What follows belongs to an exercise in optimizing a design on an open flow for small area; a production flow would make more cautious choices.
Only simulation tests tie the RTL to the original design; equivalence was not proved.
No activity file was given, so power comes from the tool's default toggle rates.

## keylimepi_fpga_top
module keylimepi_fpga_top (
    input clk,
    input rst,
    input uart_rx,
    output uart_tx,
    output pw_we,
    output [11:0] pw_addr,
    output [511:0] pw_wdata,
    input [511:0] pw_rdata
);
    localparam [2:0] S_RXI = 3'd0,   
                     S_RXS = 3'd1,   
                     S_RXD = 3'd2,   
                     S_RXP = 3'd3,   
                     S_WW  = 3'd4,   
                     S_TXS = 3'd5,   
                     S_TXD = 3'd6,   
                     S_TXP = 3'd7;   
    localparam [31:0] DONE_MSG = 32'h446f6e65;
    logic [2:0] st;
    logic [3:0] cnt;        
    logic [9:0] n;          
    logic [8:0] q;          
    logic rx_s1, rx_s2;     
    logic pend, pv;         
    logic rd;               
    logic cf;               
    logic cy;               
    logic [10:0] addr;
    logic we_q;
    logic tx_q;
    logic [511:0] ring;
    wire tick   = &cnt;
    wire sample = tick && st == S_RXD;
    wire txbit  = tick && st == S_TXD;
    wire ins    = pv && &q[3:0];
    wire cy_in  = (n[3:0] == 4'd8) ? 1'b1 : cy;
    logic [511:0] rdata_rot;
    logic [31:0] msg_rot;
    always_comb begin
        for (int k = 0; k < 512; k++) rdata_rot[k] = pw_rdata[(k - 16) & 511];
        for (int k = 0; k < 32; k++) msg_rot[k] = DONE_MSG[(k - 16) & 31];
    end
    wire [7:0] sel0 = 8'b1 << n[2:0];
    wire [7:0] sel1 = 8'b1 << n[5:3];
    wire [7:0] sel2 = 8'b1 << n[8:6];
    wire [63:0] rmux1;
    wire [7:0] rmux2;
    genvar gm;
    generate
        for (gm = 0; gm < 64; gm++) begin : g_rmux1
            assign rmux1[gm] = |(rdata_rot[8*gm +: 8] & sel0);
        end
        for (gm = 0; gm < 8; gm++) begin : g_rmux2
            assign rmux2[gm] = |(rmux1[8*gm +: 8] & sel1);
        end
    endgenerate
    wire rd_bit = |(rmux2 & sel2);
    wire tx_data_bit = rd ? rd_bit : msg_rot[n[4:0]];
    wire tx_last = rd ? (n == 10'd527) : (n == 10'd559);
    always_ff @(posedge clk or posedge rst) begin
        if (rst) begin
            st <= S_RXI;
            cnt <= 4'd8;
            n <= '0;
            q <= '0;
            rx_s1 <= 1'b1;
            rx_s2 <= 1'b1;
            pv <= 1'b0;
  ...
export LEC_CHECK = 0
export CAP_MARGIN = 20
export CORE_AREA = 2.5 2.5 367.5 367.5
export DIE_AREA = 0 0 370 370
export SLEW_MARGIN = 20
create_clock -name core_clock -period 10.0 [get_ports {clk}]
run.sh (not shown) runs the stock make flow with config.mk's settings and CLKGATE_MAP_FILE= SYNTH_SCRIPT=/design/flow/synth_recipe.tcl, a recipe that flattens the netlist after the stock synthesis.
The starting point finished clean.
Then changed:
==> flow/flow/run.sh (new file) <==
#!/bin/bash
# The standard layout (the standard.sh, unchanged synthesis), except that the
# port buffers are the smallest buffer, sky130_fd_sc_hd__buf_1, instead of the
# weakest-drive buffer buffer_ports picks by default (a 10 um2 delay buffer).
# Every tool's output goes to the ORFS logs under orfs/logs; make's own output
# goes to standard.log here.
set -euo pipefail
bash standard.sh "BUFFER_PORTS_ARGS=-buffer_cell sky130_fd_sc_hd__buf_1" finish > standard.log 2>&1
==> flow/standard.sh (new file) <==
#!/bin/bash
# synth_recipe.tcl (not shown) runs the flow's synth.tcl, then flattens the netlist and writes it again
# the make line also repeats each setting of config.mk as NAME=value (left out here)
make -C /OpenROAD-flow-scripts/flow DESIGN_CONFIG=/design/flow/config.mk WORK_HOME=/design/flow/orfs CLKGATE_MAP_FILE= SYNTH_SCRIPT=/design/flow/synth_recipe.tcl "${@:-finish}"
removed: flow/run.sh
Critical path depth goes up by 2; worst hold slack loses 8.8 ps; register-to-register slack gains 150 ps; global-route usage shrinks by 0.92 points; fmax climbs by a few percent; via count increases slightly.

---

branch indigo:
keylimepi_fpga_top, a different RTL version from the one above (not shown whole).
For scale: about 1300 cells after synthesis, ~560 flip-flops, roughly 1000 I/O pins, about 0.017 mm^2 of cells after synthesis.
// keylimepi_fpga_top
module keylimepi_fpga_top (
    input clk,
    input rst,
    input uart_rx,
    output uart_tx,
    output pw_we,
    output [11:0] pw_addr,
    output [511:0] pw_wdata,
    input [511:0] pw_rdata
);
    localparam [2:0] S_RXI = 3'd0,   
                     S_RXS = 3'd1,   
                     S_RXD = 3'd2,   
                     S_RXP = 3'd3,   
                     S_WW  = 3'd4,   
                     S_TXS = 3'd5,   
                     S_TXD = 3'd6,   
                     S_TXP = 3'd7;   
    localparam [31:0] DONE_MSG = 32'h446f6e65;
    logic [2:0] st;
    logic [3:0] cnt;        
    logic [9:0] n;          
    logic [8:0] q;          
    logic rx_s1, rx_s2;     
    logic pend_a, pend_b;   
    logic pv_a, pv_b;       
    logic rd;               
    logic cf;               
    logic cy;               
    logic [10:0] addr;
    logic we_q;
    logic tx_q;
    logic [511:0] ring;
    wire tick   = &cnt;
    wire sample = tick && st == S_RXD;
    wire txbit  = tick && st == S_TXD;
    wire ins_a  = pv_a && q[4:0] == 5'd31;
  ...
==> flow/config.mk <==
export PLATFORM = sky130hd
export DESIGN_NAME = keylimepi_fpga_top
export DESIGN_NICKNAME = keylimepi_fpga_top
export VERILOG_FILES = /design/flow/design.v
export SDC_FILE = /design/flow/constraint.sdc
export NUM_CORES = 4
export LEC_CHECK = 0
export CAP_MARGIN = 20
export CORE_AREA = 2.5 2.5 367.5 367.5
export DIE_AREA = 0 0 370 370
export SLEW_MARGIN = 20
==> flow/constraint.sdc <==
create_clock -name core_clock -period 10.0 [get_ports {clk}]
set_input_delay 2.0000 -clock core_clock [delete_from_list [all_inputs] [get_ports {clk}]]
set_output_delay 2.0000 -clock core_clock [all_outputs]
set_load 0.01 [all_outputs]
standard.sh (not shown) runs the stock make flow with config.mk's settings and CLKGATE_MAP_FILE= SYNTH_SCRIPT=/design/flow/synth_recipe.tcl, a recipe that flattens the netlist after the stock synthesis.
==> flow/flow/run.sh <==
#!/bin/bash
# The standard layout (the standard.sh, unchanged synthesis), with:
# - port buffers of the smallest buffer, sky130_fd_sc_hd__buf_1, instead of the
#   weakest-drive buffer buffer_ports picks by default (a 10 um2 delay buffer);
# - a clock tree of clkbuf_4 cells over clusters of at most 10 flip-flops, and
#   no dummy loads (CTS otherwise adds clkbuf_16 cells and dummy inverters);
# - power recovery after global routing, which downsizes gates off the
#   critical path.
# Every tool's output goes to the ORFS logs under orfs/logs; make's own output
# goes to standard.log here.
set -euo pipefail
bash standard.sh \
  "BUFFER_PORTS_ARGS=-buffer_cell sky130_fd_sc_hd__buf_1" \
  "CTS_ARGS=-sink_clustering_enable -repair_clock_nets -dont_use_dummy_load -buf_list sky130_fd_sc_hd__clkbuf_4 -sink_clustering_size 10 -sink_clustering_max_diameter 40" \
  "RECOVER_POWER=100" \
  finish > standard.log 2>&1
branch indigo -> stages 100% | layout checks FAIL | max-capacitance violations, max-slew violations
## Diff of input files: branch umber against branch indigo
==> flow/flow/run.sh <==
#!/bin/bash
# The standard layout (the standard.sh, unchanged synthesis), with:
# - port buffers of the smallest buffer, sky130_fd_sc_hd__buf_1, instead of the
#   weakest-drive buffer buffer_ports picks by default (a 10 um2 delay buffer);
# - a clock tree of clkbuf_4 cells over clusters of at most 10 flip-flops, and
#   no dummy loads (CTS otherwise adds clkbuf_16 cells and dummy inverters).
# Every tool's output goes to the ORFS logs under orfs/logs; make's own output
# goes to standard.log here.
set -euo pipefail
bash standard.sh \
  "BUFFER_PORTS_ARGS=-buffer_cell sky130_fd_sc_hd__buf_1" \
  "CTS_ARGS=-sink_clustering_enable -repair_clock_nets -dont_use_dummy_load -buf_list sky130_fd_sc_hd__clkbuf_4 -sink_clustering_size 10 -sink_clustering_max_diameter 40" \
  finish > standard.log 2>&1
--- outcome ---
- branch umber did not stop at any stage, and its layout met the timing, design-rule and antenna checks.
- Diff branch indigo..branch umber | worst hold slack | negligible
- Status: post-route cell area parity (branch indigo, branch umber)
- Taking branch indigo as the reference, in branch umber net switching power figure stayed essentially flat, worst path setup slack after routing rose by 1.42 ns.
- On via count, branch indigo and branch umber are neck and neck.

separate check: timing with driven ports:
In the flow no input, the clock included, has a driving cell. The finished layouts below were timed again as built, in two steps. Step 1: set_driving_cell puts a clkbuf_16 on clk and a buf_2 on each other input, an assumption about the parent block. Step 2 times the ports against the registers' clock, not the clock port: input delays grow and output delays shrink by t, the midpoint of the rising clock arrivals with the driver on. Three values: ideal, step 1, step 2; two values: the first two.
| run | t, ns | setup WS [ns] | worst setup path after step 2 | worst register clock-pin slew, ns | worst data-port slew with drivers (ns) |
|---|---|---|---|---|---|
| the first run of note 1 | 0.725 | 5.630 / 5.630 / 5.066 | input to register | 0.07 / 0.07 | 0.26 |
| the second run of note 1 | 0.717 | 5.780 / 5.780 / 5.379 | input to register | 0.08 / 0.08 | 0.28 |
| branch indigo | 0.923 | 4.503 / 4.503 / 4.503 | register to register | 0.10 / 0.10 | 0.17 |
| branch umber | 0.924 | 5.918 / 5.918 / 5.621 | input to register | 0.10 / 0.10 | 0.17 |
The setup slack of the first run of note 1, which loses most, moves by 0.000 ns with the drivers and by -0.564 ns with both steps.
